What follows belongs to an exercise in optimizing a design on an open flow for small area, a short achievable clock period and few clock cycles per item; a production flow would make more cautious choices. Where RTL was checked, it was by simulation tests only, not by an equivalence proof against the original. Function not checked in runs 1 and 2: the RTL went through the layout flow alone.

==> flow/design.v, too long to show whole: its modules and the start of the top module <==
// module f32_mult: 152 lines
// module f32_mult_mul24: 1287 lines
// module f32_mult_fa: 7 lines
module f32_mult (
  input logic clk, rst_n,
  input logic [31:0] a, b,
  input logic start,
  output logic done,
  output logic [31:0] p
);
  // ...
==> flow/flow/run.sh <==
#!/bin/bash
# The standard layout, with the input/output port buffers made from plain
# buf cells (buffer_ports otherwise picks a slow delay cell for them).
set -euo pipefail
bash standard.sh "BUFFER_PORTS_ARGS=-buffer_cell sky130_fd_sc_hd__buf_4" finish > standard_flow.log 2>&1
==> flow/standard.sh <==
#!/bin/bash
# synth_recipe.tcl (not shown) runs the flow's synth.tcl, then flattens the netlist and writes it again
# the make line also repeats each setting of config.mk as NAME=value (left out here)
make -C /OpenROAD-flow-scripts/flow DESIGN_CONFIG=/design/flow/config.mk WORK_HOME=/design/flow/orfs CLKGATE_MAP_FILE= SYNTH_SCRIPT=/design/flow/synth_recipe.tcl "${@:-finish}"
==> flow/config.mk <==
export PLATFORM = sky130hd
export DESIGN_NAME = f32_mult
export DESIGN_NICKNAME = f32_mult
export VERILOG_FILES = /design/flow/design.v
export SDC_FILE = /design/flow/constraint.sdc
export NUM_CORES = 4
export LEC_CHECK = 0
export ABC_AREA = 1
export CAP_MARGIN = 20
export CORE_MARGIN = 2
export CORE_UTILIZATION = 40
export PLACE_DENSITY = 0.75
export SETUP_SLACK_MARGIN = 1.8
export SLEW_MARGIN = 20
export SYNTH_HIERARCHICAL = 1
export SYNTH_MINIMUM_KEEP_SIZE = 0
==> flow/constraint.sdc <==
create_clock -name core_clock -period 12.0 [get_ports {clk}]
set_input_delay 2.4000 -clock core_clock [delete_from_list [all_inputs] [get_ports {clk}]]
set_output_delay 2.4000 -clock core_clock [all_outputs]
set_load 0.01 [all_outputs]
==> qor.yml, run 1 <==
tightest_slew_ns: 0.964
h-tree-depth: 2
cp_data_required_time_ns: 12.20
m1WireLength_um: 30100
buf_share_pct: 7.38
postSynthNetCount: 3572
setup-tns-final_ns: 0
globalRouteMet2Util_pct: 43.1
die_x_um: 240
drt_iter0_markers: 2838
synthArstFlopShare_pct: 3.03
status: "no timing/DRC/antenna violations"
top_layer: "met4"
postPlaceCellArea_sq_um: 23400
avgSynthCellArea_sq_um: 7.14
pre_cts_slack_ns: 1.12
clk_share_pct: 0.560
design_area_sq_um: 24300
die_area_sq_um: 57500
clock_buffers: 8
drive_above_1_share_pct: 15.6
grt_max_degree: 46
initial_utilization_pct: 40.4
synth_area_sq_um: 22300
synthXorXnorAreaFrac_pct: 12.6
==> module f32_mult, before the edit <==
module f32_mult (
  input logic clk, rst_n,
  input logic [31:0] a, b,
  input logic start,
  output logic done,
  output logic [31:0] p
);
function automatic logic [4:0] lzc24(input logic [23:0] x);
  lzc24 = 5'd23;
  for (int i = 0; i < 24; i++)
    if (x[i]) lzc24 = 5'(23 - i);
endfunction
function automatic logic [4:0] tzc24(input logic [23:0] x);
  tzc24 = 5'd23;
  for (int i = 23; i >= 0; i--)
    if (x[i]) tzc24 = 5'(i);
endfunction
logic s_r;
logic a_ez, b_ez, a_fz, b_fz, a_emax, b_emax;
logic a_nan, b_nan, a_inf, b_inf, a_zero, b_zero, a_den, b_den;
assign s_r    = a[31] ^ b[31];
assign a_ez   = (a[30:23] == 8'h00);
assign b_ez   = (b[30:23] == 8'h00);
assign a_fz   = (a[22:0] == 23'h0);
assign b_fz   = (b[22:0] == 23'h0);
assign a_emax = (a[30:23] == 8'hFF);
assign b_emax = (b[30:23] == 8'hFF);
assign a_nan  = a_emax & ~a_fz;
assign b_nan  = b_emax & ~b_fz;
assign a_inf  = a_emax & a_fz;
assign b_inf  = b_emax & b_fz;
assign a_zero = a_ez & a_fz;
assign b_zero = b_ez & b_fz;
assign a_den  = a_ez & ~a_fz;
assign b_den  = b_ez & ~b_fz;
logic [23:0] m_a, m_b;
logic [8:0] x_sum;
assign m_a = {~a_ez, a[22:0]};
assign m_b = {~b_ez, b[22:0]};
assign x_sum = {1'b0, a[30:24], a[23] | a_ez} + {1'b0, b[30:24], b[23] | b_ez};
logic [47:0] prod;
f32_mult_mul24 u_mul (.x(m_a), .y(m_b), .prod(prod));
logic [5:0] lz, tz;             
logic nr;                       
logic [9:0] c_sh;               
logic [5:0] sh;                 
logic [8:0] e_base;
assign lz = {1'b0, lzc24(a_ez ? m_a : m_b)};
assign tz = {1'b0, tzc24(m_a)} + {1'b0, tzc24(m_b)};
assign c_sh = 10'd151 - {1'b0, x_sum};
assign nr = {1'b0, x_sum} >= 10'd128 + {4'b0, lz};
assign e_base = x_sum - 9'd128 - {3'b0, lz};
always_comb begin
  if (nr)
    sh = 6'd23 - lz;
  else if (c_sh[9:6] != 4'd0)
    sh = 6'd63;
  else
    sh = c_sh[5:0];
end
logic [25:0] win;
logic top;
logic [23:0] mant;
logic guard, sticky, round_up;
logic [8:0] e1, e2;
logic [8:0] e_pre;
logic ovf;
logic [30:0] rounded;
logic [22:0] ones;
logic [8:0] e_pre1;
logic [3:0] d0, d1, d2;
logic [95:0] v0;
logic [40:0] v1;
logic [28:0] v2;
assign d0 = 4'b1 << sh[1:0];
assign d1 = 4'b1 << sh[3:2];
assign d2 = 4'b1 << sh[5:4];
assign v0 = {47'b0, prod, 1'b0};
always_comb begin
  for (int i = 0; i < 41; i++)
    v1[i] = (d2[0] & v0[i]) | (d2[1] & v0[i + 16]) | (d2[2] & v0[i + 32]) | (d2[3] & v0[i + 48]);
  for (int i = 0; i < 29; i++)
    v2[i] = (d1[0] & v1[i]) | (d1[1] & v1[i + 4]) | (d1[2] & v1[i + 8]) | (d1[3] & v1[i + 12]);
  for (int i = 0; i < 26; i++)
    win[i] = (d0[0] & v2[i]) | (d0[1] & v2[i + 1]) | (d0[2] & v2[i + 2]) | (d0[3] & v2[i + 3]);
end
assign top = win[25];
assign e1 = e_base + 9'd1;
assign e2 = e_base + 9'd2;
always_comb begin
  if (top) begin
    mant = win[25:2];
    guard = win[1];
    sticky = {1'b0, tz} < {1'b0, sh};
  end else begin
    mant = win[24:1];
    guard = win[0];
    sticky = {1'b0, tz} + 7'd1 < {1'b0, sh};
  end
  if (!nr)
    e_pre1 = {8'b0, mant[23]} + 9'd1;
  else if (top)
    e_pre1 = e2 + 9'd1;
  else
    e_pre1 = e1 + 9'd1;
  if (!nr)
    e_pre = {8'b0, mant[23]};
  else if (top)
    e_pre = e2;
  else
    e_pre = e1;
  ovf = nr & (e_pre >= 9'd255);
end
logic [22:0] po [0:5];
always_comb begin
  po[0] = mant[22:0];
  for (int l = 0; l < 5; l++)
    for (int i = 0; i < 23; i++)
      if ((i >> l) & 1)
        po[l + 1][i] = po[l][i] & po[l][((i >> l) << l) - 1];
      else
        po[l + 1][i] = po[l][i];
  ones = po[5];
end
assign round_up = guard & (sticky | mant[0]);
assign rounded = {(round_up & ones[22]) ? e_pre1[7:0] : e_pre[7:0],
                  mant[22:0] ^ ({ones[21:0], 1'b1} & {23{round_up}})};
logic [31:0] result;
always_comb begin
  if (a_nan)
    result = {s_r, 8'hFF, 1'b1, a[21:0]};
  else if (b_nan)
    result = {s_r, 8'hFF, 1'b1, b[21:0]};
  else if ((a_inf | b_inf) & (a_zero | b_zero))
    result = {s_r, 8'hFF, 1'b1, 22'h0};
  else if (a_inf | b_inf)
    result = {s_r, 8'hFF, 23'h0};
  else if (a_zero | b_zero | (a_den & b_den))
    result = {s_r, 31'h0};
  else if (ovf)
    result = {s_r, 8'hFF, 23'h0};
  else
    result = {s_r, rounded};
end
always_ff @(posedge clk)
  p <= result;
always_ff @(posedge clk or negedge rst_n)
  if (!rst_n)
    done <= 1'b0;
  else
    done <= start;
endmodule
==> inputs of run 2 (changes only) <==
--- a/flow/design.v
+++ b/flow/design.v
@@ -61,18 +61,16 @@
 logic [25:0] win;
 logic top;
 logic [23:0] mant;
 logic guard, sticky, round_up;
 logic [8:0] e1, e2;
 logic [8:0] e_pre;
 logic ovf;
 logic [30:0] rounded;
-logic [22:0] ones;
-logic [8:0] e_pre1;
 logic [3:0] d0, d1, d2;
 logic [95:0] v0;
 logic [40:0] v1;
 logic [28:0] v2;
 assign d0 = 4'b1 << sh[1:0];
 assign d1 = 4'b1 << sh[3:2];
 assign d2 = 4'b1 << sh[5:4];
 assign v0 = {47'b0, prod, 1'b0};
@@ -93,43 +91,25 @@
     guard = win[1];
     sticky = {1'b0, tz} < {1'b0, sh};
   end else begin
     mant = win[24:1];
     guard = win[0];
     sticky = {1'b0, tz} + 7'd1 < {1'b0, sh};
   end
   if (!nr)
-    e_pre1 = {8'b0, mant[23]} + 9'd1;
-  else if (top)
-    e_pre1 = e2 + 9'd1;
-  else
-    e_pre1 = e1 + 9'd1;
-  if (!nr)
     e_pre = {8'b0, mant[23]};
   else if (top)
     e_pre = e2;
   else
     e_pre = e1;
   ovf = nr & (e_pre >= 9'd255);
+  round_up = guard & (sticky | mant[0]);
+  rounded = {e_pre[7:0], mant[22:0]} + {30'h0, round_up};
 end
-logic [22:0] po [0:5];
-always_comb begin
-  po[0] = mant[22:0];
-  for (int l = 0; l < 5; l++)
-    for (int i = 0; i < 23; i++)
-      if ((i >> l) & 1)
-        po[l + 1][i] = po[l][i] & po[l][((i >> l) << l) - 1];
-      else
-        po[l + 1][i] = po[l][i];
-  ones = po[5];
-end
-assign round_up = guard & (sticky | mant[0]);
-assign rounded = {(round_up & ones[22]) ? e_pre1[7:0] : e_pre[7:0],
-                  mant[22:0] ^ ({ones[21:0], 1'b1} & {23{round_up}})};
 logic [31:0] result;
 always_comb begin
   if (a_nan)
     result = {s_r, 8'hFF, 1'b1, a[21:0]};
   else if (b_nan)
     result = {s_r, 8'hFF, 1'b1, b[21:0]};
   else if ((a_inf | b_inf) & (a_zero | b_zero))
     result = {s_r, 8'hFF, 1'b1, 22'h0};
@@ -971,475 +951,430 @@
   assign cp5 = p0[11] & p0[10];
   logic cg6, cp6;
   assign cg6 = g0[13] | (p0[13] & g0[12]);
   assign cp6 = p0[13] & p0[12];
   logic cg7, cp7;
   assign cg7 = g0[15] | (p0[15] & g0[14]);
   assign cp7 = p0[15] & p0[14];
   logic cg8, cp8;
-  assign cg8 = g0[2] | (p0[2] & cg0);
-  assign cp8 = p0[2] & cp0;
+  assign cg8 = g0[17] | (p0[17] & g0[16]);
+  assign cp8 = p0[17] & p0[16];
   logic cg9, cp9;
-  assign cg9 = cg1 | (cp1 & cg0);
-  assign cp9 = cp1 & cp0;
+  assign cg9 = g0[19] | (p0[19] & g0[18]);
+  assign cp9 = p0[19] & p0[18];
   logic cg10, cp10;
-  assign cg10 = g0[6] | (p0[6] & cg2);
-  assign cp10 = p0[6] & cp2;
+  assign cg10 = g0[21] | (p0[21] & g0[20]);
+  assign cp10 = p0[21] & p0[20];
   logic cg11, cp11;
-  assign cg11 = cg3 | (cp3 & cg2);
-  assign cp11 = cp3 & cp2;
+  assign cg11 = g0[23] | (p0[23] & g0[22]);
+  assign cp11 = p0[23] & p0[22];
   logic cg12, cp12;
-  assign cg12 = g0[10] | (p0[10] & cg4);
-  assign cp12 = p0[10] & cp4;
+  assign cg12 = g0[25] | (p0[25] & g0[24]);
+  assign cp12 = p0[25] & p0[24];
   logic cg13, cp13;
-  assign cg13 = cg5 | (cp5 & cg4);
-  assign cp13 = cp5 & cp4;
+  assign cg13 = g0[27] | (p0[27] & g0[26]);
+  assign cp13 = p0[27] & p0[26];
   logic cg14, cp14;
-  assign cg14 = g0[14] | (p0[14] & cg6);
-  assign cp14 = p0[14] & cp6;
+  assign cg14 = g0[29] | (p0[29] & g0[28]);
+  assign cp14 = p0[29] & p0[28];
   logic cg15, cp15;
-  assign cg15 = cg7 | (cp7 & cg6);
-  assign cp15 = cp7 & cp6;
+  assign cg15 = g0[31] | (p0[31] & g0[30]);
+  assign cp15 = p0[31] & p0[30];
   logic cg16, cp16;
-  assign cg16 = g0[4] | (p0[4] & cg9);
-  assign cp16 = p0[4] & cp9;
+  assign cg16 = g0[33] | (p0[33] & g0[32]);
+  assign cp16 = p0[33] & p0[32];
   logic cg17, cp17;
-  assign cg17 = cg2 | (cp2 & cg9);
-  assign cp17 = cp2 & cp9;
+  assign cg17 = g0[35] | (p0[35] & g0[34]);
+  assign cp17 = p0[35] & p0[34];
   logic cg18, cp18;
-  assign cg18 = cg10 | (cp10 & cg9);
-  assign cp18 = cp10 & cp9;
+  assign cg18 = g0[37] | (p0[37] & g0[36]);
+  assign cp18 = p0[37] & p0[36];
   logic cg19, cp19;
-  assign cg19 = cg11 | (cp11 & cg9);
-  assign cp19 = cp11 & cp9;
+  assign cg19 = g0[39] | (p0[39] & g0[38]);
+  assign cp19 = p0[39] & p0[38];
   logic cg20, cp20;
-  assign cg20 = g0[12] | (p0[12] & cg13);
-  assign cp20 = p0[12] & cp13;
+  assign cg20 = g0[41] | (p0[41] & g0[40]);
+  assign cp20 = p0[41] & p0[40];
   logic cg21, cp21;
-  assign cg21 = cg6 | (cp6 & cg13);
-  assign cp21 = cp6 & cp13;
+  assign cg21 = g0[43] | (p0[43] & g0[42]);
+  assign cp21 = p0[43] & p0[42];
   logic cg22, cp22;
-  assign cg22 = cg14 | (cp14 & cg13);
-  assign cp22 = cp14 & cp13;
+  assign cg22 = g0[45] | (p0[45] & g0[44]);
+  assign cp22 = p0[45] & p0[44];
   logic cg23, cp23;
-  assign cg23 = cg15 | (cp15 & cg13);
-  assign cp23 = cp15 & cp13;
+  assign cg23 = g0[47] | (p0[47] & g0[46]);
+  assign cp23 = p0[47] & p0[46];
   logic cg24, cp24;
-  assign cg24 = g0[8] | (p0[8] & cg19);
-  assign cp24 = p0[8] & cp19;
+  assign cg24 = g0[2] | (p0[2] & cg0);
+  assign cp24 = p0[2] & cp0;
   logic cg25, cp25;
-  assign cg25 = cg4 | (cp4 & cg19);
-  assign cp25 = cp4 & cp19;
+  assign cg25 = cg1 | (cp1 & cg0);
+  assign cp25 = cp1 & cp0;
   logic cg26, cp26;
-  assign cg26 = cg12 | (cp12 & cg19);
-  assign cp26 = cp12 & cp19;
+  assign cg26 = g0[6] | (p0[6] & cg2);
+  assign cp26 = p0[6] & cp2;
   logic cg27, cp27;
-  assign cg27 = cg13 | (cp13 & cg19);
-  assign cp27 = cp13 & cp19;
+  assign cg27 = cg3 | (cp3 & cg2);
+  assign cp27 = cp3 & cp2;
   logic cg28, cp28;
-  assign cg28 = cg20 | (cp20 & cg19);
-  assign cp28 = cp20 & cp19;
+  assign cg28 = g0[10] | (p0[10] & cg4);
+  assign cp28 = p0[10] & cp4;
   logic cg29, cp29;
-  assign cg29 = cg21 | (cp21 & cg19);
-  assign cp29 = cp21 & cp19;
+  assign cg29 = cg5 | (cp5 & cg4);
+  assign cp29 = cp5 & cp4;
   logic cg30, cp30;
-  assign cg30 = cg22 | (cp22 & cg19);
-  assign cp30 = cp22 & cp19;
+  assign cg30 = g0[14] | (p0[14] & cg6);
+  assign cp30 = p0[14] & cp6;
   logic cg31, cp31;
-  assign cg31 = cg23 | (cp23 & cg19);
-  assign cp31 = cp23 & cp19;
+  assign cg31 = cg7 | (cp7 & cg6);
+  assign cp31 = cp7 & cp6;
   logic cg32, cp32;
-  assign cg32 = g0[16] | (p0[16] & cg31);
-  assign cp32 = p0[16] & cp31;
+  assign cg32 = g0[18] | (p0[18] & cg8);
+  assign cp32 = p0[18] & cp8;
   logic cg33, cp33;
-  assign cg33 = g0[18] | (p0[18] & g0[17]);
-  assign cp33 = p0[18] & p0[17];
+  assign cg33 = cg9 | (cp9 & cg8);
+  assign cp33 = cp9 & cp8;
   logic cg34, cp34;
-  assign cg34 = g0[20] | (p0[20] & g0[19]);
-  assign cp34 = p0[20] & p0[19];
+  assign cg34 = g0[22] | (p0[22] & cg10);
+  assign cp34 = p0[22] & cp10;
   logic cg35, cp35;
-  assign cg35 = g0[22] | (p0[22] & g0[21]);
-  assign cp35 = p0[22] & p0[21];
+  assign cg35 = cg11 | (cp11 & cg10);
+  assign cp35 = cp11 & cp10;
   logic cg36, cp36;
-  assign cg36 = g0[24] | (p0[24] & g0[23]);
-  assign cp36 = p0[24] & p0[23];
+  assign cg36 = g0[26] | (p0[26] & cg12);
+  assign cp36 = p0[26] & cp12;
   logic cg37, cp37;
-  assign cg37 = g0[26] | (p0[26] & g0[25]);
-  assign cp37 = p0[26] & p0[25];
+  assign cg37 = cg13 | (cp13 & cg12);
+  assign cp37 = cp13 & cp12;
   logic cg38, cp38;
-  assign cg38 = g0[28] | (p0[28] & g0[27]);
-  assign cp38 = p0[28] & p0[27];
+  assign cg38 = g0[30] | (p0[30] & cg14);
+  assign cp38 = p0[30] & cp14;
   logic cg39, cp39;
-  assign cg39 = g0[30] | (p0[30] & g0[29]);
-  assign cp39 = p0[30] & p0[29];
+  assign cg39 = cg15 | (cp15 & cg14);
+  assign cp39 = cp15 & cp14;
   logic cg40, cp40;
-  assign cg40 = g0[32] | (p0[32] & g0[31]);
-  assign cp40 = p0[32] & p0[31];
+  assign cg40 = g0[34] | (p0[34] & cg16);
+  assign cp40 = p0[34] & cp16;
   logic cg41, cp41;
-  assign cg41 = g0[34] | (p0[34] & g0[33]);
-  assign cp41 = p0[34] & p0[33];
+  assign cg41 = cg17 | (cp17 & cg16);
+  assign cp41 = cp17 & cp16;
   logic cg42, cp42;
-  assign cg42 = g0[36] | (p0[36] & g0[35]);
-  assign cp42 = p0[36] & p0[35];
+  assign cg42 = g0[38] | (p0[38] & cg18);
+  assign cp42 = p0[38] & cp18;
   logic cg43, cp43;
-  assign cg43 = g0[38] | (p0[38] & g0[37]);
-  assign cp43 = p0[38] & p0[37];
+  assign cg43 = cg19 | (cp19 & cg18);
+  assign cp43 = cp19 & cp18;
   logic cg44, cp44;
-  assign cg44 = g0[40] | (p0[40] & g0[39]);
-  assign cp44 = p0[40] & p0[39];
+  assign cg44 = g0[42] | (p0[42] & cg20);
+  assign cp44 = p0[42] & cp20;
   logic cg45, cp45;
-  assign cg45 = g0[42] | (p0[42] & g0[41]);
-  assign cp45 = p0[42] & p0[41];
+  assign cg45 = cg21 | (cp21 & cg20);
+  assign cp45 = cp21 & cp20;
   logic cg46, cp46;
-  assign cg46 = g0[44] | (p0[44] & g0[43]);
-  assign cp46 = p0[44] & p0[43];
+  assign cg46 = g0[46] | (p0[46] & cg22);
+  assign cp46 = p0[46] & cp22;
   logic cg47, cp47;
-  assign cg47 = g0[46] | (p0[46] & g0[45]);
-  assign cp47 = p0[46] & p0[45];
+  assign cg47 = cg23 | (cp23 & cg22);
+  assign cp47 = cp23 & cp22;
   logic cg48, cp48;
-  assign cg48 = g0[48] | (p0[48] & g0[47]);
-  assign cp48 = p0[48] & p0[47];
+  assign cg48 = g0[4] | (p0[4] & cg25);
+  assign cp48 = p0[4] & cp25;
   logic cg49, cp49;
-  assign cg49 = g0[19] | (p0[19] & cg33);
-  assign cp49 = p0[19] & cp33;
+  assign cg49 = cg2 | (cp2 & cg25);
+  assign cp49 = cp2 & cp25;
   logic cg50, cp50;
-  assign cg50 = cg34 | (cp34 & cg33);
-  assign cp50 = cp34 & cp33;
+  assign cg50 = cg26 | (cp26 & cg25);
+  assign cp50 = cp26 & cp25;
   logic cg51, cp51;
-  assign cg51 = g0[23] | (p0[23] & cg35);
-  assign cp51 = p0[23] & cp35;
+  assign cg51 = cg27 | (cp27 & cg25);
+  assign cp51 = cp27 & cp25;
   logic cg52, cp52;
-  assign cg52 = cg36 | (cp36 & cg35);
-  assign cp52 = cp36 & cp35;
+  assign cg52 = g0[12] | (p0[12] & cg29);
+  assign cp52 = p0[12] & cp29;
   logic cg53, cp53;
-  assign cg53 = g0[27] | (p0[27] & cg37);
-  assign cp53 = p0[27] & cp37;
+  assign cg53 = cg6 | (cp6 & cg29);
+  assign cp53 = cp6 & cp29;
   logic cg54, cp54;
-  assign cg54 = cg38 | (cp38 & cg37);
-  assign cp54 = cp38 & cp37;
+  assign cg54 = cg30 | (cp30 & cg29);
+  assign cp54 = cp30 & cp29;
   logic cg55, cp55;
-  assign cg55 = g0[31] | (p0[31] & cg39);
-  assign cp55 = p0[31] & cp39;
+  assign cg55 = cg31 | (cp31 & cg29);
+  assign cp55 = cp31 & cp29;
   logic cg56, cp56;
-  assign cg56 = cg40 | (cp40 & cg39);
-  assign cp56 = cp40 & cp39;
+  assign cg56 = g0[20] | (p0[20] & cg33);
+  assign cp56 = p0[20] & cp33;
   logic cg57, cp57;
-  assign cg57 = g0[35] | (p0[35] & cg41);
-  assign cp57 = p0[35] & cp41;
+  assign cg57 = cg10 | (cp10 & cg33);
+  assign cp57 = cp10 & cp33;
   logic cg58, cp58;
-  assign cg58 = cg42 | (cp42 & cg41);
-  assign cp58 = cp42 & cp41;
+  assign cg58 = cg34 | (cp34 & cg33);
+  assign cp58 = cp34 & cp33;
   logic cg59, cp59;
-  assign cg59 = g0[39] | (p0[39] & cg43);
-  assign cp59 = p0[39] & cp43;
+  assign cg59 = cg35 | (cp35 & cg33);
+  assign cp59 = cp35 & cp33;
   logic cg60, cp60;
-  assign cg60 = cg44 | (cp44 & cg43);
-  assign cp60 = cp44 & cp43;
+  assign cg60 = g0[28] | (p0[28] & cg37);
+  assign cp60 = p0[28] & cp37;
   logic cg61, cp61;
-  assign cg61 = g0[43] | (p0[43] & cg45);
-  assign cp61 = p0[43] & cp45;
+  assign cg61 = cg14 | (cp14 & cg37);
+  assign cp61 = cp14 & cp37;
   logic cg62, cp62;
-  assign cg62 = cg46 | (cp46 & cg45);
-  assign cp62 = cp46 & cp45;
+  assign cg62 = cg38 | (cp38 & cg37);
+  assign cp62 = cp38 & cp37;
   logic cg63, cp63;
-  assign cg63 = g0[47] | (p0[47] & cg47);
-  assign cp63 = p0[47] & cp47;
+  assign cg63 = cg39 | (cp39 & cg37);
+  assign cp63 = cp39 & cp37;
   logic cg64, cp64;
-  assign cg64 = cg48 | (cp48 & cg47);
-  assign cp64 = cp48 & cp47;
+  assign cg64 = g0[36] | (p0[36] & cg41);
+  assign cp64 = p0[36] & cp41;
   logic cg65, cp65;
-  assign cg65 = g0[21] | (p0[21] & cg50);
-  assign cp65 = p0[21] & cp50;
+  assign cg65 = cg18 | (cp18 & cg41);
+  assign cp65 = cp18 & cp41;
   logic cg66, cp66;
-  assign cg66 = cg35 | (cp35 & cg50);
-  assign cp66 = cp35 & cp50;
+  assign cg66 = cg42 | (cp42 & cg41);
+  assign cp66 = cp42 & cp41;
   logic cg67, cp67;
-  assign cg67 = cg51 | (cp51 & cg50);
-  assign cp67 = cp51 & cp50;
+  assign cg67 = cg43 | (cp43 & cg41);
+  assign cp67 = cp43 & cp41;
   logic cg68, cp68;
-  assign cg68 = cg52 | (cp52 & cg50);
-  assign cp68 = cp52 & cp50;
+  assign cg68 = g0[44] | (p0[44] & cg45);
+  assign cp68 = p0[44] & cp45;
   logic cg69, cp69;
-  assign cg69 = g0[29] | (p0[29] & cg54);
-  assign cp69 = p0[29] & cp54;
+  assign cg69 = cg22 | (cp22 & cg45);
+  assign cp69 = cp22 & cp45;
   logic cg70, cp70;
-  assign cg70 = cg39 | (cp39 & cg54);
-  assign cp70 = cp39 & cp54;
+  assign cg70 = cg46 | (cp46 & cg45);
+  assign cp70 = cp46 & cp45;
   logic cg71, cp71;
-  assign cg71 = cg55 | (cp55 & cg54);
-  assign cp71 = cp55 & cp54;
+  assign cg71 = cg47 | (cp47 & cg45);
+  assign cp71 = cp47 & cp45;
   logic cg72, cp72;
-  assign cg72 = cg56 | (cp56 & cg54);
-  assign cp72 = cp56 & cp54;
+  assign cg72 = g0[8] | (p0[8] & cg51);
+  assign cp72 = p0[8] & cp51;
   logic cg73, cp73;
-  assign cg73 = g0[37] | (p0[37] & cg58);
-  assign cp73 = p0[37] & cp58;
+  assign cg73 = cg4 | (cp4 & cg51);
+  assign cp73 = cp4 & cp51;
   logic cg74, cp74;
-  assign cg74 = cg43 | (cp43 & cg58);
-  assign cp74 = cp43 & cp58;
+  assign cg74 = cg28 | (cp28 & cg51);
+  assign cp74 = cp28 & cp51;
   logic cg75, cp75;
-  assign cg75 = cg59 | (cp59 & cg58);
-  assign cp75 = cp59 & cp58;
+  assign cg75 = cg29 | (cp29 & cg51);
+  assign cp75 = cp29 & cp51;
   logic cg76, cp76;
-  assign cg76 = cg60 | (cp60 & cg58);
-  assign cp76 = cp60 & cp58;
+  assign cg76 = cg52 | (cp52 & cg51);
+  assign cp76 = cp52 & cp51;
   logic cg77, cp77;
-  assign cg77 = g0[45] | (p0[45] & cg62);
-  assign cp77 = p0[45] & cp62;
+  assign cg77 = cg53 | (cp53 & cg51);
+  assign cp77 = cp53 & cp51;
   logic cg78, cp78;
-  assign cg78 = cg47 | (cp47 & cg62);
-  assign cp78 = cp47 & cp62;
+  assign cg78 = cg54 | (cp54 & cg51);
+  assign cp78 = cp54 & cp51;
   logic cg79, cp79;
-  assign cg79 = cg63 | (cp63 & cg62);
-  assign cp79 = cp63 & cp62;
+  assign cg79 = cg55 | (cp55 & cg51);
+  assign cp79 = cp55 & cp51;
   logic cg80, cp80;
-  assign cg80 = cg64 | (cp64 & cg62);
-  assign cp80 = cp64 & cp62;
+  assign cg80 = g0[24] | (p0[24] & cg59);
+  assign cp80 = p0[24] & cp59;
   logic cg81, cp81;
-  assign cg81 = g0[25] | (p0[25] & cg68);
-  assign cp81 = p0[25] & cp68;
+  assign cg81 = cg12 | (cp12 & cg59);
+  assign cp81 = cp12 & cp59;
   logic cg82, cp82;
-  assign cg82 = cg37 | (cp37 & cg68);
-  assign cp82 = cp37 & cp68;
+  assign cg82 = cg36 | (cp36 & cg59);
+  assign cp82 = cp36 & cp59;
   logic cg83, cp83;
-  assign cg83 = cg53 | (cp53 & cg68);
-  assign cp83 = cp53 & cp68;
+  assign cg83 = cg37 | (cp37 & cg59);
+  assign cp83 = cp37 & cp59;
   logic cg84, cp84;
-  assign cg84 = cg54 | (cp54 & cg68);
-  assign cp84 = cp54 & cp68;
+  assign cg84 = cg60 | (cp60 & cg59);
+  assign cp84 = cp60 & cp59;
   logic cg85, cp85;
-  assign cg85 = cg69 | (cp69 & cg68);
-  assign cp85 = cp69 & cp68;
+  assign cg85 = cg61 | (cp61 & cg59);
+  assign cp85 = cp61 & cp59;
   logic cg86, cp86;
-  assign cg86 = cg70 | (cp70 & cg68);
-  assign cp86 = cp70 & cp68;
+  assign cg86 = cg62 | (cp62 & cg59);
+  assign cp86 = cp62 & cp59;
   logic cg87, cp87;
-  assign cg87 = cg71 | (cp71 & cg68);
-  assign cp87 = cp71 & cp68;
+  assign cg87 = cg63 | (cp63 & cg59);
+  assign cp87 = cp63 & cp59;
   logic cg88, cp88;
-  assign cg88 = cg72 | (cp72 & cg68);
-  assign cp88 = cp72 & cp68;
+  assign cg88 = g0[40] | (p0[40] & cg67);
+  assign cp88 = p0[40] & cp67;
   logic cg89, cp89;
-  assign cg89 = g0[41] | (p0[41] & cg76);
-  assign cp89 = p0[41] & cp76;
+  assign cg89 = cg20 | (cp20 & cg67);
+  assign cp89 = cp20 & cp67;
   logic cg90, cp90;
-  assign cg90 = cg45 | (cp45 & cg76);
-  assign cp90 = cp45 & cp76;
+  assign cg90 = cg44 | (cp44 & cg67);
+  assign cp90 = cp44 & cp67;
   logic cg91, cp91;
-  assign cg91 = cg61 | (cp61 & cg76);
-  assign cp91 = cp61 & cp76;
+  assign cg91 = cg45 | (cp45 & cg67);
+  assign cp91 = cp45 & cp67;
   logic cg92, cp92;
-  assign cg92 = cg62 | (cp62 & cg76);
-  assign cp92 = cp62 & cp76;
+  assign cg92 = cg68 | (cp68 & cg67);
+  assign cp92 = cp68 & cp67;
   logic cg93, cp93;
-  assign cg93 = cg77 | (cp77 & cg76);
-  assign cp93 = cp77 & cp76;
+  assign cg93 = cg69 | (cp69 & cg67);
+  assign cp93 = cp69 & cp67;
   logic cg94, cp94;
-  assign cg94 = cg78 | (cp78 & cg76);
-  assign cp94 = cp78 & cp76;
+  assign cg94 = cg70 | (cp70 & cg67);
+  assign cp94 = cp70 & cp67;
   logic cg95, cp95;
-  assign cg95 = cg79 | (cp79 & cg76);
-  assign cp95 = cp79 & cp76;
+  assign cg95 = cg71 | (cp71 & cg67);
+  assign cp95 = cp71 & cp67;
   logic cg96, cp96;
-  assign cg96 = cg80 | (cp80 & cg76);
-  assign cp96 = cp80 & cp76;
+  assign cg96 = g0[16] | (p0[16] & cg79);
+  assign cp96 = p0[16] & cp79;
   logic cg97, cp97;
-  assign cg97 = g0[33] | (p0[33] & cg88);
-  assign cp97 = p0[33] & cp88;
+  assign cg97 = cg8 | (cp8 & cg79);
+  assign cp97 = cp8 & cp79;
   logic cg98, cp98;
-  assign cg98 = cg41 | (cp41 & cg88);
-  assign cp98 = cp41 & cp88;
+  assign cg98 = cg32 | (cp32 & cg79);
+  assign cp98 = cp32 & cp79;
   logic cg99, cp99;
-  assign cg99 = cg57 | (cp57 & cg88);
-  assign cp99 = cp57 & cp88;
+  assign cg99 = cg33 | (cp33 & cg79);
+  assign cp99 = cp33 & cp79;
   logic cg100, cp100;
-  assign cg100 = cg58 | (cp58 & cg88);
-  assign cp100 = cp58 & cp88;
+  assign cg100 = cg56 | (cp56 & cg79);
+  assign cp100 = cp56 & cp79;
   logic cg101, cp101;
-  assign cg101 = cg73 | (cp73 & cg88);
-  assign cp101 = cp73 & cp88;
+  assign cg101 = cg57 | (cp57 & cg79);
+  assign cp101 = cp57 & cp79;
   logic cg102, cp102;
-  assign cg102 = cg74 | (cp74 & cg88);
-  assign cp102 = cp74 & cp88;
+  assign cg102 = cg58 | (cp58 & cg79);
+  assign cp102 = cp58 & cp79;
   logic cg103, cp103;
-  assign cg103 = cg75 | (cp75 & cg88);
-  assign cp103 = cp75 & cp88;
+  assign cg103 = cg59 | (cp59 & cg79);
+  assign cp103 = cp59 & cp79;
   logic cg104, cp104;
-  assign cg104 = cg76 | (cp76 & cg88);
-  assign cp104 = cp76 & cp88;
+  assign cg104 = cg80 | (cp80 & cg79);
+  assign cp104 = cp80 & cp79;
   logic cg105, cp105;
-  assign cg105 = cg89 | (cp89 & cg88);
-  assign cp105 = cp89 & cp88;
+  assign cg105 = cg81 | (cp81 & cg79);
+  assign cp105 = cp81 & cp79;
   logic cg106, cp106;
-  assign cg106 = cg90 | (cp90 & cg88);
-  assign cp106 = cp90 & cp88;
+  assign cg106 = cg82 | (cp82 & cg79);
+  assign cp106 = cp82 & cp79;
   logic cg107, cp107;
-  assign cg107 = cg91 | (cp91 & cg88);
-  assign cp107 = cp91 & cp88;
+  assign cg107 = cg83 | (cp83 & cg79);
+  assign cp107 = cp83 & cp79;
   logic cg108, cp108;
-  assign cg108 = cg92 | (cp92 & cg88);
-  assign cp108 = cp92 & cp88;
+  assign cg108 = cg84 | (cp84 & cg79);
+  assign cp108 = cp84 & cp79;
   logic cg109, cp109;
-  assign cg109 = cg93 | (cp93 & cg88);
-  assign cp109 = cp93 & cp88;
+  assign cg109 = cg85 | (cp85 & cg79);
+  assign cp109 = cp85 & cp79;
   logic cg110, cp110;
-  assign cg110 = cg94 | (cp94 & cg88);
-  assign cp110 = cp94 & cp88;
+  assign cg110 = cg86 | (cp86 & cg79);
+  assign cp110 = cp86 & cp79;
   logic cg111, cp111;
-  assign cg111 = cg95 | (cp95 & cg88);
-  assign cp111 = cp95 & cp88;
+  assign cg111 = cg87 | (cp87 & cg79);
+  assign cp111 = cp87 & cp79;
   logic cg112, cp112;
-  assign cg112 = cg96 | (cp96 & cg88);
-  assign cp112 = cp96 & cp88;
+  assign cg112 = g0[48] | (p0[48] & cg95);
+  assign cp112 = p0[48] & cp95;
   logic cg113, cp113;
-  assign cg113 = g0[17] | (p0[17] & cg32);
-  assign cp113 = p0[17] & cp32;
+  assign cg113 = g0[32] | (p0[32] & cg111);
+  assign cp113 = p0[32] & cp111;
   logic cg114, cp114;
-  assign cg114 = cg33 | (cp33 & cg32);
-  assign cp114 = cp33 & cp32;
+  assign cg114 = cg16 | (cp16 & cg111);
+  assign cp114 = cp16 & cp111;
   logic cg115, cp115;
-  assign cg115 = cg49 | (cp49 & cg32);
-  assign cp115 = cp49 & cp32;
+  assign cg115 = cg40 | (cp40 & cg111);
+  assign cp115 = cp40 & cp111;
   logic cg116, cp116;
-  assign cg116 = cg50 | (cp50 & cg32);
-  assign cp116 = cp50 & cp32;
+  assign cg116 = cg41 | (cp41 & cg111);
+  assign cp116 = cp41 & cp111;
   logic cg117, cp117;
-  assign cg117 = cg65 | (cp65 & cg32);
-  assign cp117 = cp65 & cp32;
+  assign cg117 = cg64 | (cp64 & cg111);
+  assign cp117 = cp64 & cp111;
   logic cg118, cp118;
-  assign cg118 = cg66 | (cp66 & cg32);
-  assign cp118 = cp66 & cp32;
+  assign cg118 = cg65 | (cp65 & cg111);
+  assign cp118 = cp65 & cp111;
   logic cg119, cp119;
-  assign cg119 = cg67 | (cp67 & cg32);
-  assign cp119 = cp67 & cp32;
+  assign cg119 = cg66 | (cp66 & cg111);
+  assign cp119 = cp66 & cp111;
   logic cg120, cp120;
-  assign cg120 = cg68 | (cp68 & cg32);
-  assign cp120 = cp68 & cp32;
+  assign cg120 = cg67 | (cp67 & cg111);
+  assign cp120 = cp67 & cp111;
   logic cg121, cp121;
-  assign cg121 = cg81 | (cp81 & cg32);
-  assign cp121 = cp81 & cp32;
+  assign cg121 = cg88 | (cp88 & cg111);
+  assign cp121 = cp88 & cp111;
   logic cg122, cp122;
-  assign cg122 = cg82 | (cp82 & cg32);
-  assign cp122 = cp82 & cp32;
+  assign cg122 = cg89 | (cp89 & cg111);
+  assign cp122 = cp89 & cp111;
   logic cg123, cp123;
-  assign cg123 = cg83 | (cp83 & cg32);
-  assign cp123 = cp83 & cp32;
+  assign cg123 = cg90 | (cp90 & cg111);
+  assign cp123 = cp90 & cp111;
   logic cg124, cp124;
-  assign cg124 = cg84 | (cp84 & cg32);
-  assign cp124 = cp84 & cp32;
+  assign cg124 = cg91 | (cp91 & cg111);
+  assign cp124 = cp91 & cp111;
   logic cg125, cp125;
-  assign cg125 = cg85 | (cp85 & cg32);
-  assign cp125 = cp85 & cp32;
+  assign cg125 = cg92 | (cp92 & cg111);
+  assign cp125 = cp92 & cp111;
   logic cg126, cp126;
-  assign cg126 = cg86 | (cp86 & cg32);
-  assign cp126 = cp86 & cp32;
+  assign cg126 = cg93 | (cp93 & cg111);
+  assign cp126 = cp93 & cp111;
   logic cg127, cp127;
-  assign cg127 = cg87 | (cp87 & cg32);
-  assign cp127 = cp87 & cp32;
+  assign cg127 = cg94 | (cp94 & cg111);
+  assign cp127 = cp94 & cp111;
   logic cg128, cp128;
-  assign cg128 = cg88 | (cp88 & cg32);
-  assign cp128 = cp88 & cp32;
+  assign cg128 = cg95 | (cp95 & cg111);
+  assign cp128 = cp95 & cp111;
   logic cg129, cp129;
-  assign cg129 = cg97 | (cp97 & cg32);
-  assign cp129 = cp97 & cp32;
-  logic cg130, cp130;
-  assign cg130 = cg98 | (cp98 & cg32);
-  assign cp130 = cp98 & cp32;
-  logic cg131, cp131;
-  assign cg131 = cg99 | (cp99 & cg32);
-  assign cp131 = cp99 & cp32;
-  logic cg132, cp132;
-  assign cg132 = cg100 | (cp100 & cg32);
-  assign cp132 = cp100 & cp32;
-  logic cg133, cp133;
-  assign cg133 = cg101 | (cp101 & cg32);
-  assign cp133 = cp101 & cp32;
-  logic cg134, cp134;
-  assign cg134 = cg102 | (cp102 & cg32);
-  assign cp134 = cp102 & cp32;
-  logic cg135, cp135;
-  assign cg135 = cg103 | (cp103 & cg32);
-  assign cp135 = cp103 & cp32;
-  logic cg136, cp136;
-  assign cg136 = cg104 | (cp104 & cg32);
-  assign cp136 = cp104 & cp32;
-  logic cg137, cp137;
-  assign cg137 = cg105 | (cp105 & cg32);
-  assign cp137 = cp105 & cp32;
-  logic cg138, cp138;
-  assign cg138 = cg106 | (cp106 & cg32);
-  assign cp138 = cp106 & cp32;
-  logic cg139, cp139;
-  assign cg139 = cg107 | (cp107 & cg32);
-  assign cp139 = cp107 & cp32;
-  logic cg140, cp140;
-  assign cg140 = cg108 | (cp108 & cg32);
-  assign cp140 = cp108 & cp32;
-  logic cg141, cp141;
-  assign cg141 = cg109 | (cp109 & cg32);
-  assign cp141 = cp109 & cp32;
-  logic cg142, cp142;
-  assign cg142 = cg110 | (cp110 & cg32);
-  assign cp142 = cp110 & cp32;
-  logic cg143, cp143;
-  assign cg143 = cg111 | (cp111 & cg32);
-  assign cp143 = cp111 & cp32;
-  logic cg144, cp144;
-  assign cg144 = cg112 | (cp112 & cg32);
-  assign cp144 = cp112 & cp32;
+  assign cg129 = cg112 | (cp112 & cg111);
+  assign cp129 = cp112 & cp111;
   assign sum[0] = p0[0];
   assign sum[1] = p0[1] ^ g0[0];
   assign sum[2] = p0[2] ^ cg0;
-  assign sum[3] = p0[3] ^ cg8;
-  assign sum[4] = p0[4] ^ cg9;
-  assign sum[5] = p0[5] ^ cg16;
-  assign sum[6] = p0[6] ^ cg17;
-  assign sum[7] = p0[7] ^ cg18;
-  assign sum[8] = p0[8] ^ cg19;
-  assign sum[9] = p0[9] ^ cg24;
-  assign sum[10] = p0[10] ^ cg25;
-  assign sum[11] = p0[11] ^ cg26;
-  assign sum[12] = p0[12] ^ cg27;
-  assign sum[13] = p0[13] ^ cg28;
-  assign sum[14] = p0[14] ^ cg29;
-  assign sum[15] = p0[15] ^ cg30;
-  assign sum[16] = p0[16] ^ cg31;
-  assign sum[17] = p0[17] ^ cg32;
-  assign sum[18] = p0[18] ^ cg113;
-  assign sum[19] = p0[19] ^ cg114;
-  assign sum[20] = p0[20] ^ cg115;
-  assign sum[21] = p0[21] ^ cg116;
-  assign sum[22] = p0[22] ^ cg117;
-  assign sum[23] = p0[23] ^ cg118;
-  assign sum[24] = p0[24] ^ cg119;
-  assign sum[25] = p0[25] ^ cg120;
-  assign sum[26] = p0[26] ^ cg121;
-  assign sum[27] = p0[27] ^ cg122;
-  assign sum[28] = p0[28] ^ cg123;
-  assign sum[29] = p0[29] ^ cg124;
-  assign sum[30] = p0[30] ^ cg125;
-  assign sum[31] = p0[31] ^ cg126;
-  assign sum[32] = p0[32] ^ cg127;
-  assign sum[33] = p0[33] ^ cg128;
-  assign sum[34] = p0[34] ^ cg129;
-  assign sum[35] = p0[35] ^ cg130;
-  assign sum[36] = p0[36] ^ cg131;
-  assign sum[37] = p0[37] ^ cg132;
-  assign sum[38] = p0[38] ^ cg133;
-  assign sum[39] = p0[39] ^ cg134;
-  assign sum[40] = p0[40] ^ cg135;
-  assign sum[41] = p0[41] ^ cg136;
-  assign sum[42] = p0[42] ^ cg137;
-  assign sum[43] = p0[43] ^ cg138;
-  assign sum[44] = p0[44] ^ cg139;
-  assign sum[45] = p0[45] ^ cg140;
-  assign sum[46] = p0[46] ^ cg141;
-  assign sum[47] = p0[47] ^ cg142;
-  assign sum[48] = p0[48] ^ cg143;
+  assign sum[3] = p0[3] ^ cg24;
+  assign sum[4] = p0[4] ^ cg25;
+  assign sum[5] = p0[5] ^ cg48;
+  assign sum[6] = p0[6] ^ cg49;
+  assign sum[7] = p0[7] ^ cg50;
+  assign sum[8] = p0[8] ^ cg51;
+  assign sum[9] = p0[9] ^ cg72;
+  assign sum[10] = p0[10] ^ cg73;
+  assign sum[11] = p0[11] ^ cg74;
+  assign sum[12] = p0[12] ^ cg75;
+  assign sum[13] = p0[13] ^ cg76;
+  assign sum[14] = p0[14] ^ cg77;
+  assign sum[15] = p0[15] ^ cg78;
+  assign sum[16] = p0[16] ^ cg79;
+  assign sum[17] = p0[17] ^ cg96;
+  assign sum[18] = p0[18] ^ cg97;
+  assign sum[19] = p0[19] ^ cg98;
+  assign sum[20] = p0[20] ^ cg99;
+  assign sum[21] = p0[21] ^ cg100;
+  assign sum[22] = p0[22] ^ cg101;
+  assign sum[23] = p0[23] ^ cg102;
+  assign sum[24] = p0[24] ^ cg103;
+  assign sum[25] = p0[25] ^ cg104;
+  assign sum[26] = p0[26] ^ cg105;
+  assign sum[27] = p0[27] ^ cg106;
+  assign sum[28] = p0[28] ^ cg107;
+  assign sum[29] = p0[29] ^ cg108;
+  assign sum[30] = p0[30] ^ cg109;
+  assign sum[31] = p0[31] ^ cg110;
+  assign sum[32] = p0[32] ^ cg111;
+  assign sum[33] = p0[33] ^ cg113;
+  assign sum[34] = p0[34] ^ cg114;
+  assign sum[35] = p0[35] ^ cg115;
+  assign sum[36] = p0[36] ^ cg116;
+  assign sum[37] = p0[37] ^ cg117;
+  assign sum[38] = p0[38] ^ cg118;
+  assign sum[39] = p0[39] ^ cg119;
+  assign sum[40] = p0[40] ^ cg120;
+  assign sum[41] = p0[41] ^ cg121;
+  assign sum[42] = p0[42] ^ cg122;
+  assign sum[43] = p0[43] ^ cg123;
+  assign sum[44] = p0[44] ^ cg124;
+  assign sum[45] = p0[45] ^ cg125;
+  assign sum[46] = p0[46] ^ cg126;
+  assign sum[47] = p0[47] ^ cg127;
+  assign sum[48] = p0[48] ^ cg128;
   assign prod = ~sum[48:1];
 endmodule
 module f32_mult_fa (
   input  logic a, b, c,
   output logic s, co
 );
   assign s = a ^ b ^ c;
   assign co = (a & b) | (a & c) | (b & c);
--- a/flow/config.mk
+++ b/flow/config.mk
@@ -5,12 +5,12 @@
 export SDC_FILE = /design/flow/constraint.sdc
 export NUM_CORES = 4
 export LEC_CHECK = 0
 export ABC_AREA = 1
 export CAP_MARGIN = 20
 export CORE_MARGIN = 2
 export CORE_UTILIZATION = 40
 export PLACE_DENSITY = 0.75
-export SETUP_SLACK_MARGIN = 1.8
+export SETUP_SLACK_MARGIN = 1.5
 export SLEW_MARGIN = 20
 export SYNTH_HIERARCHICAL = 1
 export SYNTH_MINIMUM_KEEP_SIZE = 0
==> run 2 against run 1 <==
Still clean. Count of clock-buffer cells in the layout fell by 2. Synthesized cell count rose by 3.1%. Utilization rose by 0.38 points. Routed wire length rose by 4.0%. Sequential share of layout area barely moved. Global-route usage rose by 1.6 points. Fmax fell by 2.6%. Non-clock buffer count fell by 14. Critical endpoint is now p[14]$_DFF_P_.
==> qor.yml, run 2 <==
synth_seq_cells: 33
max_freq_mhz: 97.5
yosysTopAreaCell: "fa_1"
h-tree-depth: 2  # unchanged
ant_nets: 0
cts_buffers: 5
maxSlewHeadroom_pct: 32.0
cp_data_required_time_ns: 12.22  # +0.02 ns
tightest_slew_ns: 1.02  # +0.0565 ns
cts_tree: "done"
ys.warnings.count: 7
postSynthNetCount: 3668  # +2.7%
wirelength_um: 83500
avgSynthCellArea_sq_um: 6.82  # -4.5%
first_pass_iters: 8
die_y_um: 238
drt_iter0_markers: 2933  # +3.3%
synth_area_sq_um: 21900  # -1.5%
worstPathArrival_ns: 10.48
io_buffers: 99
status: "no timing/DRC/antenna violations"
clockBufferDepth: 2
min_period_ns: 10.26
wl_per_cell_um: 21.2
cp-start-kind: "input pin"
cp_max_fo: 12
pre_cts_slack_ns: 0.727  # -0.394 ns
synth_commonest_cells: "736 x nand2_1, 351 x inv_1, 297 x xor2_1"
dp_hpwl_um: 63200
setup_viol: 0
core-area_sq_um: 54000
initial_utilization_pct: 40.6  # +0.17 points
synthArstFlopShare_pct: 3.03  # unchanged
grtUsageTotal_pct: 28.3
ys_types: 59
final_cell_mix: "732 x nand2_1, 337 x inv_1, 291 x xor2_1, 275 x o22ai_1, 264 x fa_1"
overflow: 0
seq_area_frac_synth_pct: 3.04
synth_top_area_share_pct: 24.3
layout-area-overhead-vs-synth_pct: 9.88
drv_cap: 0
grt_pass1_vias: 22100
reg_top3: "p x32, done x1"
ioPinCount: 100
fin_crit_sh_pct: 85.5
grt_pass1_wl_um: 126000
rsz0062_at_grt: "yes"
top_register: "p"
crit_type: "in2reg"
synthFlopType: "dfxtp_1"
layout_commonest_cell: "nand2_1"
slowest_delay_ns: 0.53
vias_per_cell: 5.98
synth_edf_count: 0
grt_max_degree: 55  # +20%
setup-tns-final_ns: 0  # unchanged
hold_viol_final: 0
clkTransAtPathRegs_ns: 0.06
min_path_type: "in2async"
largest_register_ff_count: 32
setup_slack_ns: 1.74
syn_inst: 3213
finalMaxSlewViolations: 0
antenna_found_initial: 2
cts_root_buffer: "clkbuf_16"
drive_above_1_share_pct: 12.9  # -2.7 points
vias: 23500
place.gp.congestion: 1.04
die_x_um: 238  # -0.75%
num-nets-final: 3693
drc: 0
cpMaxStageDelayCell: "fa_2"
die_area_sq_um: 56700  # -1.5%
rows: 85
yosys-top-cells-area: "fa_1 24%, nand2_1 13%, xor2_1 12%"
cts.sinks: 33
end_kind: "register"
synth.most_common_cell: "nand2_1"
-- run 2: cell types whose count changed in the layout (fill, tap and decap cells not counted), moves of 14 or more --
| cell | before | now |
|---|---|---|
| a21oi_1 | 86 | 100 |
| o21ai_1 | 33 | 15 |
| nor2_1 | 175 | 206 |
| nand3_1 | 146 | 191 |
| o22ai_1 | 208 | 275 |
| nor2_4 | 32 | 17 |
| inv_1 | 317 | 337 |
| nand2_1 | 767 | 732 |
| nand4_1 | 78 | 98 |
| o22ai_2 | 70 | 2 |
-- run 2: final timing paths --
path / slack (ns) / depth (start not counted) / to / start
max in group asynchronous: 10.04 / 1 / done$_DFF_PN0_ / rst_n
setup / recovery: 1.74 / 40 / p[14]$_DFF_P_ / b[19]
min in group core_clock: 2.23 / 1 / done$_DFF_PN0_ / start
hold / removal: 1.88 / 1 / done$_DFF_PN0_ / rst_n
-- run 2: timing repair --
| action | CTS | global route |
|---|---|---|
| hold buffers | 0 | 0 |
| cloned | 2 | 4 |
| pin swaps | 1 | 27 |
| endpoints found under the setup margin | 31 | 31 |
| setup buffers | 6 | 38 |
| endpoints found under the hold margin | 0 | 0 |
| resized for setup | 11 | 91 |
-- run 2: Yosys stat by module, one instance, submodules excluded --
module | cells inside | copies in the design | flops+latches | area (sq um)
f32_mult | 1580 | 1 | 33 | 8370
f32_mult_fa | 1 | 257 | 0 | 20.0
f32_mult_mul24 | 1376 | 1 | 0 | 8400
-- run 2: layout make-up --
cell class / count / area, sq um
tap: 696 / 871
clock inverter: 1 / 7.51
antenna: 1 / 2.50
sequential: 33 / 666
clock buffer: 6 / 139
timing repair inverter: 3 / 20.0
timing repair buffer: 210 / 1670
inverter: 379 / 1480
fill: 5453 / 30000
multi-input combinational: 2606 / 19200
-- run 2: cell families after synthesis --
| family | Yosys count | synth area share [%] |
|---|---|---|
| AOI/OAI and AO/OA | 525 | 14.2 |
| xor gates and xnor gates | 319 | 12.8 |
| adders and majority gates | 388 | 31.3 |
| buffers and inverters | 577 | 10.9 |
| DFF | 33 | 3.04 |
| and+or+nand+nor | 1371 | 27.8 |
-- run 2: routing by layer --
metal / wire length (um) / part of all wire (%) / vias to the layer above / GRT usage (%)
li1: - / - / 10600 / -
met3: 11300 / 14 / 328 / 8.07
met4: 5240 / 6.3 / 2 / 14.7
met5: 13 / 0.016 / - / 0
met2: 34600 / 41 / 1794 / 41.8
met1: 32300 / 39 / 10900 / 37.5
-- run 2: worst max-delay path: cells and delay by family --
kind	cells	cell delay, ns
simple gates	22	2.85
compound gates	4	0.68
fa+ha+maj	8	3.38
xor+xnor	1	0.26
buf+inv	5	0.86
-- run 2: per-stage QoR --
| step | instances | cell area, sq um | util, % | hold slack [ns] |
|---|---|---|---|---|
| final | 3935 | 24100 | 44.6 | 1.88 |
| after global routing | 3934 | 24100 | 44.6 | 1.88 |
| after CTS | 3892 | 23300 | 43.2 | 1.88 |
| after detailed placement | 3877 | 23100 | 42.8 | 2.18 |
| after global placement | 3877 | 23100 | 42.8 | 2.18 |
| after floorplan | 3213 | 21900 | - | 2.10 |
==> inputs of run 3 (changes only) <==
--- a/flow/design.v
+++ b/flow/design.v
@@ -68,2 +68,4 @@
 logic [30:0] rounded;
+logic [22:0] ones;
+logic [8:0] e_pre1;
 logic [3:0] d0, d1, d2;
@@ -98,2 +100,8 @@
   if (!nr)
+    e_pre1 = {8'b0, mant[23]} + 9'd1;
+  else if (top)
+    e_pre1 = e2 + 9'd1;
+  else
+    e_pre1 = e1 + 9'd1;
+  if (!nr)
     e_pre = {8'b0, mant[23]};
@@ -104,5 +112,17 @@
   ovf = nr & (e_pre >= 9'd255);
-  round_up = guard & (sticky | mant[0]);
-  rounded = {e_pre[7:0], mant[22:0]} + {30'h0, round_up};
 end
+logic [22:0] po [0:5];
+always_comb begin
+  po[0] = mant[22:0];
+  for (int l = 0; l < 5; l++)
+    for (int i = 0; i < 23; i++)
+      if ((i >> l) & 1)
+        po[l + 1][i] = po[l][i] & po[l][((i >> l) << l) - 1];
+      else
+        po[l + 1][i] = po[l][i];
+  ones = po[5];
+end
+assign round_up = guard & (sticky | mant[0]);
+assign rounded = {(round_up & ones[22]) ? e_pre1[7:0] : e_pre[7:0],
+                  mant[22:0] ^ ({ones[21:0], 1'b1} & {23{round_up}})};
 logic [31:0] result;
--- a/flow/config.mk
+++ b/flow/config.mk
@@ -11,3 +11,3 @@
 export CORE_UTILIZATION = 40
-export PLACE_DENSITY = 0.75
+export PLACE_DENSITY = 0.85
 export SETUP_SLACK_MARGIN = 1.5
==> run 3 against run 2 <==
Still clean. Routed wire length is 2.2% lower. Synthesized cell count is 3.3% lower. Fmax is 0.81% lower. Worst hold slack worse by 0.0018 ns. First-iteration DRC count is 34% higher. Area after synthesis is 2.8% lower. Non-clock buffer count is 25 higher. Final cell count is 1.8% lower. Global-route usage is 1.0 points lower. Critical endpoint is now p[10]$_DFF_P_.
==> qor.yml, run 3 <==
status: "no timing/DRC/antenna violations"
cts.sinks: 33  # unchanged
hold_viol_final: 0  # unchanged
grt_max_degree: 45  # -18%
vias: 23400  # -0.47%
seq_area_frac_synth_pct: 3.12  # +0.087 points
drv_cap: 0  # unchanged
cp-start-kind: "input pin"
min_period_ns: 10.34  # +0.0834 ns
ioPinCount: 100  # unchanged
synth_commonest_cells: "752 x nand2_1, 348 x inv_1, 292 x xor2_1"
vias_per_cell: 6.06  # +1.4%
finalMaxSlewViolations: 0  # unchanged
synth_area_sq_um: 21300  # -2.8%
avgSynthCellArea_sq_um: 6.86  # +0.54%
ys.warnings.count: 8  # +1
top_register: "p"
grt_pass1_wl_um: 120000  # -4.3%
cpMaxStageDelayCell: "fa_2"
maxSlewHeadroom_pct: 26.6  # -5.3 points
final_cell_mix: "740 x nand2_1, 325 x inv_1, 289 x xor2_1, 274 x o22ai_1, 258 x fa_1"
synthFlopType: "dfxtp_1"
grtUsageTotal_pct: 27.3  # -1.0 points
n_antenna_cell: 0  # -1
overflow: 0  # unchanged
cts_root_buffer: "clkbuf_16"
layout_commonest_cell: "nand2_1"
setup-tns-final_ns: 0  # unchanged
layout-area-overhead-vs-synth_pct: 12.5
h-tree-depth: 2  # unchanged
antenna_found_initial: 1  # -1
grt_pass1_vias: 21400  # -3.2%
synth_edf_count: 0  # unchanged
num-nets-final: 3631  # -1.7%
timing.critical_path.to: "p[10]$_DFF_P_"
max_freq_mhz: 96.7  # -0.81%
cts_buffers: 5  # unchanged
first_pass_iters: 9  # +1
reg_top3: "p x32, done x1"
crit_type: "in2reg"
place.gp.congestion: 1.03  # -0.29%
drt_iter0_markers: 3942  # +34%
drc: 0  # unchanged
die_area_sq_um: 55100  # -2.7%
cts_tree: "done"
ant_nets: 0  # unchanged
cp_data_required_time_ns: 12.22  # about the same
setup_viol: 0  # unchanged
worstPathArrival_ns: 10.56  # +0.08 ns
end_kind: "register"
core-area_sq_um: 52700  # -2.5%
fin_crit_sh_pct: 86.2  # +0.70 points
clkTransAtPathRegs_ns: 0.06  # about the same
initial_utilization_pct: 40.5  # -0.099 points
rsz0062_at_grt: "no"
slowest_delay_ns: 0.56  # +0.03 ns
io_buffers: 99  # unchanged
tightest_slew_ns: 1.10  # +0.0798 ns
synth.most_common_cell: "nand2_1"
crit_start: "b[17]"
dp_cells: 3768  # -2.8%
die_y_um: 235  # -1.4%
wirelength_um: 81700  # -2.2%
drive_above_1_share_pct: 14.3  # +1.4 points
postSynthNetCount: 3563  # -2.9%
rows: 84  # -1.2%
syn_inst: 3107  # -3.3%
wl_per_cell_um: 21.1  # -0.39%
yosysTopAreaCell: "fa_1"
clockBufferDepth: 2  # unchanged
fin_cells: 3864  # -1.8%
synth_seq_cells: 33  # unchanged
die_x_um: 235  # -1.4%
dp_hpwl_um: 59900  # -5.3%
ys_types: 59  # unchanged
cp_max_fo: 14  # +2
pre_cts_slack_ns: 0.592  # -0.135 ns
synth_top_area_share_pct: 25.0  # +0.69 points
min_path_type: "in2async"
yosys-top-cells-area: "fa_1 25%, nand2_1 13%, xor2_1 12%"
fill_cells: 5046  # -7.5%
largest_register_ff_count: 32  # unchanged
cp_common_cell: "nand2_1"
setup_slack_ns: 1.66  # -0.0834 ns
synthArstFlopShare_pct: 3.03  # unchanged
-- run 3: cell count changes in the layout (fill, tap and decap cells not counted), sizes merged, moves of 7 or more --
cell,change
a21oi,+8
inv,-7
nand4,-22
nor2,-29
buf,+25
o21ai,-12
nand3,-45
clkinvlp,+9
-- run 3: how the worst min path moves through the flow --
stage,startpoint,endpoint,slack [ns],cells after the start
5_1_grt,rst_n,done$_DFF_PN0_,1.88,1
6_report,rst_n,done$_DFF_PN0_,1.88,1
3_5_place_dp,rst_n,done$_DFF_PN0_,2.18,1
2_1_floorplan,rst_n,done$_DFF_PN0_,2.10,0
3_3_place_gp,rst_n,done$_DFF_PN0_,2.18,1
4_1_cts,rst_n,done$_DFF_PN0_,1.88,1
-- run 3: cell families (layout without fill, tap and decap cells) --
family	after synthesis	after routing	synth area share [%]
XOR/XNOR	316	316	13.0
buffers and inverters	561	626	10.8
adder cells (fa/ha/maj)	389	389	32.2
AO/OA/AOI/OAI	527	527	14.6
AND/OR/NAND/NOR	1281	1285	26.2
flip-flops	33	33	3.12
-- run 3: metrics by stage --
step | utilization, % | instance area [sq um] | hold WS [ns]
floorplan | - | 21300 | 2.10
global placement | 42.7 | 22500 | 2.18
detailed placement | 42.7 | 22500 | 2.18
CTS | 43.5 | 22900 | 1.88
global route | 45.5 | 24000 | 1.88
finish | 45.5 | 24000 | 1.88
-- run 3: cell type report --
| type | count | area, sq um | area share (%) |
|---|---|---|---|
| Timing Repair inverter | 7 | 50.0 | 0.209 |
| Clock buffer | 6 | 129 | 0.538 |
| Clock inverter | 2 | 35.0 | 0.146 |
| Inverter | 376 | 1490 | 6.20 |
| Tap cell | 688 | 861 | 3.59 |
| Sequential cell | 33 | 666 | 2.78 |
| Multi-Input combinational cell | 2517 | 18800 | 78.5 |
| Timing Repair Buffer | 235 | 1930 | 8.07 |
-- run 3: Yosys stat by module, one instance, submodules excluded --
module | cells inside | flops+latches | area, sq um | times used
f32_mult_mul24 | 1379 | 0 | 8400 | 1
f32_mult | 1471 | 33 | 7760 | 1
f32_mult_fa | 1 | 0 | 20.0 | 257
-- run 3: repair_timing --
item / 4_1_cts / 5_1_grt
hold buffers: 0 / 0
gates cloned: 4 / 7
endpoints found under the setup margin: 31 / 31
pin swaps: 2 / 52
resized for setup: 25 / 125
setup buffers: 18 / 59
-- run 3: per-layer routing --
metal / track usage [%] / up-vias / wire length (um)
met1: 36.0 / 10800 / 29900
met2: 39.2 / 1962 / 33200
met3: 8.11 / 428 / 12300
met5: 0 / - / 13
met4: 16.5 / 2 / 6210
li1: - / 10300 / -
-- run 3: critical path, delay by kind of cell --
kind,cells,cell delay [ns]
adders and majority gates,6,2.78
xor gates and xnor gates,2,0.51
AOI/OAI and AO/OA,5,0.95
and+or+nand+nor,22,2.68
buffers and inverters,8,1.18
Testbench counts of run 3, summed over its fixed seeds: cycles 12,000, ops 12,000.
==> inputs of run 4 (changes only) <==
--- a/flow/config.mk
+++ b/flow/config.mk
@@ -11,3 +11,3 @@
 export CORE_UTILIZATION = 40
-export PLACE_DENSITY = 0.85
+export PLACE_DENSITY = 0.75
 export SETUP_SLACK_MARGIN = 1.5
==> run 4 against run 3 <==
Via count shrank 2.4%. Routed wire length shrank 1.6%. Setup slack better by 0.10 ns. Area after synthesis did not move. Synthesized cell count did not move. Die area is the same. Fmax up 1.0%. Highest routed layer is now met4.
==> qor.yml, run 4 <==
status: "no timing/DRC/antenna violations"
place.gp.congestion: 1.01  # -2.3%
yosysTopAreaCell: "fa_1"
die_x_um: 235  # unchanged
slowest_delay_ns: 0.53  # -0.03 ns
avgSynthCellArea_sq_um: 6.86  # unchanged
overflow: 0  # unchanged
n_antenna_cell: 0  # unchanged
synth_top_area_share_pct: 25.0  # unchanged
ys_types: 59  # unchanged
end_kind: "register"
core-area_sq_um: 52700  # unchanged
synthFlopType: "dfxtp_1"
min_path_type: "in2async"
cts_hold_buf: 0  # unchanged
drc: 0  # unchanged
synthArstFlopShare_pct: 3.03  # unchanged
ioPinCount: 100  # unchanged
final_cell_mix: "745 x nand2_1, 331 x inv_1, 288 x xor2_1, 276 x o22ai_1, 264 x fa_1"
first_pass_iters: 7  # -2
synth_commonest_cells: "752 x nand2_1, 348 x inv_1, 292 x xor2_1"
seq_area_frac_synth_pct: 3.12  # unchanged
drt_iter0_markers: 3214  # -18%
worstPathArrival_ns: 10.42  # -0.14 ns
cp_max_fo: 15  # +1
grtUsageTotal_pct: 27.4  # +0.11 points
synth_seq_cells: 33  # unchanged
cp_common_cell: "nand2_2"
use_met1_pct: 37.2  # +1.2 points
io_buffers: 99  # unchanged
synth_area_sq_um: 21300  # unchanged
cp_data_required_time_ns: 12.18  # -0.04 ns
yosys-top-cells-area: "fa_1 25%, nand2_1 13%, xor2_1 12%"
cts_root_buffer: "clkbuf_16"
fill_cells: 5230  # +3.6%
globalRouteMet2Util_pct: 40.1  # +0.98 points
drv_cap: 0  # unchanged
syn_inst: 3107  # unchanged
cts.sinks: 33  # unchanged
drive_above_1_share_pct: 13.0  # -1.3 points
grt_max_degree: 45  # unchanged
cts_buffers: 5  # unchanged
maxSlewHeadroom_pct: 24.7  # -1.9 points
min_period_ns: 10.24  # -0.104 ns
tightest_slew_ns: 1.13  # +0.0288 ns
reg_top3: "p x32, done x1"
setup_viol: 0  # unchanged
hold_viol_final: 0  # unchanged
wl_per_cell_um: 20.9  # -0.98%
postSynthNetCount: 3563  # unchanged
grt_pass1_vias: 21000  # -1.6%
crit_type: "in2reg"
cpMaxStageDelayCell: "fa_1"
cts_tree: "done"
holdWs_ns: 1.87  # -0.0125 ns
ant_nets: 0  # unchanged
setup-tns-final_ns: 0  # unchanged
vias_per_cell: 5.96  # -1.8%
clockBufferDepth: 2  # unchanged
rows: 84  # unchanged
dp_hpwl_um: 60900  # +1.6%
seqCellArea_sq_um: 666  # unchanged
finalMaxSlewViolations: 0  # unchanged
[run 4: cell counts after synthesis]
Identical to the previous run, type by type.
[run 4: path summary, 6_finish.rpt]
check / start / to / slack (ns) / cells past startpoint
min in group core_clock: start / done$_DFF_PN0_ / 2.21 / 1
max in group asynchronous: rst_n / done$_DFF_PN0_ / 10.05 / 1
setup / recovery: b[17] / p[14]$_DFF_P_ / 1.76 / 43
hold / removal: rst_n / done$_DFF_PN0_ / 1.87 / 1
[run 4: stage by stage]
step	instance area (sq um)	cells	utilization, %	setup WS, ns
final	23700	3841	45.1	1.76
after global routing	23700	3841	45.1	1.39
after global placement	22600	3781	42.9	0.874
after floorplan	21300	3107	-	2.25
after CTS	23000	3803	43.7	1.50
after detailed placement	22600	3781	42.9	0.709
[run 4: per-layer routing]
layer / vias up / share of wire, %
met5: - / 0
met4: 0 / 6.9
met3: 351 / 14
met2: 1775 / 41
met1: 10500 / 39
li1: 10200 / -
[run 4: logic make-up after synthesis]
group,Yosys count,share of synthesized area (%)
adder cells (fa/ha/maj),389,32.2
flip-flops,33,3.12
AND/OR/NAND/NOR,1281,26.2
XOR/XNOR,316,13.0
buffers and inverters,561,10.8
AO/OA/AOI/OAI,527,14.6
[run 4: area by class of cell]
cell class | count | area share, %
timing repair inverter | 2 | 0.0422
tap | 688 | 3.63
multi-input combinational | 2516 | 78.9
clock buffer | 5 | 0.527
timing repair buffer | 218 | 7.76
inverter | 376 | 6.15
clock inverter | 3 | 0.195
sequential | 33 | 2.80
[run 4: what timing repair did]
item                       4_1_cts  5_1_grt
pin swaps                        4       24
setup buffers                   13       34
gates cloned                     1        4
gates resized for setup         22       91
setup endpoints to repair       31       31
[run 4: critical path, delay by kind of cell]
kind	cells	cell delay, ns
fa+ha+maj	7	3.20
compound gates	4	0.68
simple gates	24	3.11
xor+xnor	1	0.21
buf+inv	7	0.79
[run 4: modules after synthesis (local to each module, per instance)]
| module | cells | flops+latches | copies in the design | cell area, sq um |
|---|---|---|---|---|
| f32_mult_fa | 1 | 0 | 257 | 20.0 |
| f32_mult_mul24 | 1379 | 0 | 1 | 8400 |
| f32_mult | 1471 | 33 | 1 | 7760 |

==> afterwards: timing with drivers on the ports <==
The results above use ideal ports. As a check the final layouts listed here were re-extracted and re-timed, cells and wires unchanged.
Step 1, drivers: a clkbuf_16 drives clk and a buf_2 each remaining input, both assumed.
Step 2 adds t to the input delays and takes it off the output delays; t is the mean of the earliest and latest rising clock arrival at the registers after step 1. Input paths then give back, and output paths get back, about the clock's delay inside the block.
Three values: ideal, step 1, step 2; two values: the first two.
run | t, ns | setup WS [ns] | worst setup path after step 2 | latest minus earliest clock arrival (ns)
run 1 | 0.329 | 2.006 / 2.023 / 1.695 | input to register | 0.009 / 0.009
run 2 | 0.316 | 1.741 / 1.739 / 1.423 | input to register | 0.006 / 0.005
run 3 | 0.318 | 1.657 / 1.653 / 1.335 | input to register | 0.009 / 0.008
run 4 | 0.329 | 1.761 / 1.763 / 1.435 | input to register | 0.010 / 0.011
After both steps setup and hold are still met in every run listed. For run 4, which loses most, drivers alone change the setup slack by +0.002 ns; drivers and shift together by -0.326 ns.
